What follows belongs to an exercise in optimizing a design on an open flow for small area, a short achievable clock period and few clock cycles; a production flow would make more cautious choices.
Where RTL was checked, it was by simulation tests only, not by an equivalence proof against the original.
No activity file was given, so power comes from the tool's default toggle rates.

## cpu_pipeline
module cpu_pipeline(
    input wire clk,
    input wire rst_n,
    output wire ibus_req,
    output wire [(32-1):0] ibus_addr,
    input wire [(32-1):0] ibus_rdata,
    input wire ibus_ready,
    output wire dbus_req,
    output wire dbus_we,
    output wire [(32-1):0] dbus_addr,
    output wire [(32-1):0] dbus_wdata,
    output wire [1:0] dbus_size,
    input wire [(32-1):0] dbus_rdata,
    input wire dbus_ready
);
export LEC_CHECK = 0
export CAP_MARGIN = 30
export CORE_MARGIN = 2
export CORE_UTILIZATION = 40
export SETUP_SLACK_MARGIN = 3.0
export SLEW_MARGIN = 20
export SYNTH_HIERARCHICAL = 1
export SYNTH_MINIMUM_KEEP_SIZE = 0
create_clock -name core_clock -period 8.0 [get_ports {clk}]
standard.sh (not shown) runs the stock make flow with config.mk's settings and CLKGATE_MAP_FILE= SYNTH_SCRIPT=/design/flow/synth_recipe.tcl, a recipe that flattens the netlist after the stock synthesis.
==> flow/flow/run.sh <==
#!/bin/bash
# Layout flow: the standard flow (standard.sh), with every input and
# output port buffered by buf_4 cells instead of the buffer cell that
# buffer_ports picks by default. Its full output goes to standard.log.
set -e
export BUFFER_PORTS_ARGS="-buffer_cell sky130_fd_sc_hd__buf_4"
bash standard.sh > standard.log 2>&1
The starting point ran to the end with no violations.
Testbench counts at the start, summed over its fixed seeds: cycles 77,558.
Change:
--- a/flow/design.v
+++ b/flow/design.v
@@ -718,14 +718,34 @@
     wire e64 = eq[6] & e54;
     wire l60 = l64 | (e64 & l30);
     wire e60 = e64 & e30;
     assign eq_all = eq[7] & e60;
     assign lt_u = lt[7] | (eq[7] & l60);
     assign lt_s = lt7s | (eq[7] & l60);
 endmodule
+module wb_ao22n(input wire a1, input wire a2, input wire b1, input wire b2, output wire y);
+    assign y = ~((a1 & a2) | (b1 & b2));
+endmodule
+module wb_nand5(input wire [4:0] a, output wire y);
+    assign y = ~&a;
+endmodule
+module ex_mem(
+    input wire [9:0] s,
+    input wire [32*10-1:0] d,    
+    output wire [31:0] y
+);
+    genvar b, k;
+    generate for (b = 0; b < 32; b = b + 1) begin : bit_
+        wire [4:0] t;
+        for (k = 0; k < 5; k = k + 1) begin : pair
+            wb_ao22n u(.a1(s[2*k]), .a2(d[32*(2*k) + b]), .b1(s[2*k+1]), .b2(d[32*(2*k+1) + b]), .y(t[k]));
+        end
+        wb_nand5 o(.a(t), .y(y[b]));
+    end endgenerate
+endmodule
 module rf_aoi222(input wire a1, a2, b1, b2, c1, c2, output wire y);
     assign y = ~((a1 & a2) | (b1 & b2) | (c1 & c2));
 endmodule
 module rf_nand2(input wire a, b, output wire y);
     assign y = ~(a & b);
 endmodule
 module rf_or11n(input wire [10:0] a, output wire y);
@@ -967,23 +987,19 @@
     wire s_sll  = ex_alu_op & (ex_f3 == 3'b001);
     wire s_slt  = ex_alu_op & (ex_f3 == 3'b010);
     wire s_sltu = ex_alu_op & (ex_f3 == 3'b011);
     wire s_sr   = ex_alu_op & (ex_f3 == 3'b101);
     wire s_x    = ex_alu_op & ((ex_f3 == 3'b100) | (ex_f3 == 3'b110));   
     wire s_n    = ex_alu_op & ((ex_f3 == 3'b110) | (ex_f3 == 3'b111));   
     wire s_link = ex_jal | ex_jalr;
-    assign wb_data = ({32{s_sum}} & sum) |
-                     ({32{s_sll}} & shl) |
-                     ({32{s_sr}} & shr) |
-                     ({32{s_x}} & x) |
-                     ({32{s_n}} & n) |
-                     {31'd0, (s_slt & alu_lts) | (s_sltu & alu_ltu)} |
-                     ({32{ex_ld}} & ld_data) |
-                     ({32{s_link}} & {seq_pc, 2'b00}) |
-                     ({32{ex_lui}} & ex_imm) |
-                     ({32{ex_auipc}} & agu);
+    ex_mem result(
+        .s({ex_lui, s_link, ex_auipc, s_slt | s_sltu, ex_ld, s_n, s_sr, s_sll, s_x, s_sum}),
+        .d({ex_imm, {seq_pc, 2'b00}, agu, {31'd0, (s_slt & alu_lts) | (s_sltu & alu_ltu)},
+            ld_data, n, shr, shl, x, sum}),
+        .y(wb_data)
+    );
     assign dbus_req = ex_valid & ex_mem;
     assign dbus_we = ex_st;
     assign dbus_addr = agu;
     assign dbus_wdata = ex_b;
     assign dbus_size = {~ex_f3[1] & ex_f3[0], ~ex_f3[1] & ~ex_f3[0]};
 endmodule
After rerunning: The changed run finished clean; utilization is lower by 0.13 points; worst setup slack gets worse by 44 ps; global-route usage is higher by 0.41 points; routed wire length is higher by 1.9%; hold slack hardly moves; die area is higher by 0.68%; clock-buffer cell count is lower by 15; clock skew is higher by 32 ps; total power is lower by 3.4%; design area is about the same.
For the second run of this note, only the layout was checked, not whether the RTL still works.


before:
cpu_pipeline, a different RTL version from the one above (not shown whole).
For scale: roughly 5200 cells after synthesis, about 170 I/O pins.
==> flow/config.mk <==
export PLATFORM = sky130hd
export DESIGN_NAME = cpu_pipeline
export DESIGN_NICKNAME = cpu_pipeline
export VERILOG_FILES = /design/flow/design.v
export SDC_FILE = /design/flow/constraint.sdc
export NUM_CORES = 8
export LEC_CHECK = 0
export CAP_MARGIN = 30
export CORE_MARGIN = 2
export CORE_UTILIZATION = 40
export SETUP_SLACK_MARGIN = 3.0
export SLEW_MARGIN = 20
export SYNTH_HIERARCHICAL = 1
export SYNTH_MINIMUM_KEEP_SIZE = 0
==> flow/constraint.sdc <==
create_clock -name core_clock -period 8.0 [get_ports {clk}]
set_input_delay 1.6000 -clock core_clock [delete_from_list [all_inputs] [get_ports {clk}]]
set_output_delay 1.6000 -clock core_clock [all_outputs]
set_load 0.01 [all_outputs]
Scripts as last shown in full above: flow/flow/run.sh
Here is what was changed in the inputs of after compared with before.
--- a/flow/design.v
+++ b/flow/design.v
@@ -719,12 +719,32 @@
     wire l60 = l64 | (e64 & l30);
     wire e60 = e64 & e30;
     assign eq_all = eq[7] & e60;
     assign lt_u = lt[7] | (eq[7] & l60);
     assign lt_s = lt7s | (eq[7] & l60);
 endmodule
+module wb_ao22n(input wire a1, input wire a2, input wire b1, input wire b2, output wire y);
+    assign y = ~((a1 & a2) | (b1 & b2));
+endmodule
+module wb_nand5(input wire [4:0] a, output wire y);
+    assign y = ~&a;
+endmodule
+module ex_mem(
+    input wire [9:0] s,
+    input wire [32*10-1:0] d,    
+    output wire [31:0] y
+);
+    genvar b, k;
+    generate for (b = 0; b < 32; b = b + 1) begin : bit_
+        wire [4:0] t;
+        for (k = 0; k < 5; k = k + 1) begin : pair
+            wb_ao22n u(.a1(s[2*k]), .a2(d[32*(2*k) + b]), .b1(s[2*k+1]), .b2(d[32*(2*k+1) + b]), .y(t[k]));
+        end
+        wb_nand5 o(.a(t), .y(y[b]));
+    end endgenerate
+endmodule
 module rf_aoi222(input wire a1, a2, b1, b2, c1, c2, output wire y);
     assign y = ~((a1 & a2) | (b1 & b2) | (c1 & c2));
 endmodule
 module rf_nand2(input wire a, b, output wire y);
     assign y = ~(a & b);
 endmodule
@@ -972,22 +992,18 @@
     wire s_slt  = ex_alu_op & (ex_f3 == 3'b010);
     wire s_sltu = ex_alu_op & (ex_f3 == 3'b011);
     wire s_sr   = ex_alu_op & (ex_f3 == 3'b101);
     wire s_x    = ex_alu_op & ((ex_f3 == 3'b100) | (ex_f3 == 3'b110));   
     wire s_n    = ex_alu_op & ((ex_f3 == 3'b110) | (ex_f3 == 3'b111));   
     wire s_link = ex_jal | ex_jalr;
-    assign wb_data = ({32{s_sum}} & sum) |
-                     ({32{s_sll}} & shl) |
-                     ({32{s_sr}} & shr) |
-                     ({32{s_x}} & x) |
-                     ({32{s_n}} & n) |
-                     {31'd0, (s_slt & alu_lts) | (s_sltu & alu_ltu)} |
-                     ({32{ex_ld}} & ld_data) |
-                     ({32{s_link}} & {seq_pc, 2'b00}) |
-                     ({32{ex_lui}} & ex_imm) |
-                     ({32{ex_auipc}} & agu);
+    ex_mem result(
+        .s({ex_lui, s_link, ex_auipc, s_slt | s_sltu, ex_ld, s_n, s_sr, s_sll, s_x, s_sum}),
+        .d({ex_imm, {seq_pc, 2'b00}, agu, {31'd0, (s_slt & alu_lts) | (s_sltu & alu_ltu)},
+            ld_data, n, shr, shl, x, sum}),
+        .y(wb_data)
+    );
     assign dbus_req = ex_valid & ex_mem;
     assign dbus_we = ex_st;
     assign dbus_addr = agu;
     assign dbus_wdata = ex_b;
     assign dbus_size = {~ex_f3[1] & ex_f3[0], ~ex_f3[1] & ~ex_f3[0]};
 endmodule
### Flow results
Re arrival time at the worst endpoint: before and after aren't equal, and the lower value belongs to after. Re first-pass GRT wire length: before and after aren't equal, and the higher value belongs to after. after: combinational group share of total power 0.5 points above before. Comparing before and after, the lower clock group share of total power is on after. The synthesized cell count of after and that of before are within noise of each other. met1 track demand over resource was lower in after than in before. | number of inverters outside the clock class in the layout | after vs before | ≈ equal |. Compared to before, the router laid down more metal wire for after. Against before, after comes in about 2% lower on global placer's final weighted congestion. after against before; total of fill cells in the finished design is up slightly. Going from before to after, peak clock frequency supported by timing grew by 1.8%; non-clock buffer count grew by 10.
No run of this note included a check of the RTL's function; only the layout flow was run.

re-timing with driven ports:
In the flow no input, the clock included, has a driving cell. The finished layouts below were timed again as built, in two steps.
Step 1, drivers: a clkbuf_16 drives clk and a buf_2 each remaining input, both assumed.
Step 2 times the ports against the registers' clock, not the clock port: input delays grow and output delays shrink by t, the midpoint of the rising clock arrivals with the driver on.
Slacks: no drivers / after step 1 / after step 2; pairs: no drivers / after step 1.
| run | t, ns | setup WS [ns] | slew at the worst register clock pin (ns) |
|---|---|---|---|
| the first run of note 1 | 0.862 | 2.928 / 2.873 / 2.011 | 0.07 / 0.07 |
| the second run of note 1 | 0.848 | 2.884 / 2.797 / 2.170 | 0.07 / 0.07 |
| before | 0.850 | 2.809 / 2.748 / 1.971 | 0.08 / 0.08 |
| after | 0.841 | 2.901 / 2.815 / 2.110 | 0.07 / 0.07 |
After both steps setup and hold are still met in every run listed. The setup slack of the first run of note 1, which loses most, moves by -0.055 ns with the drivers and by -0.917 ns with both steps.
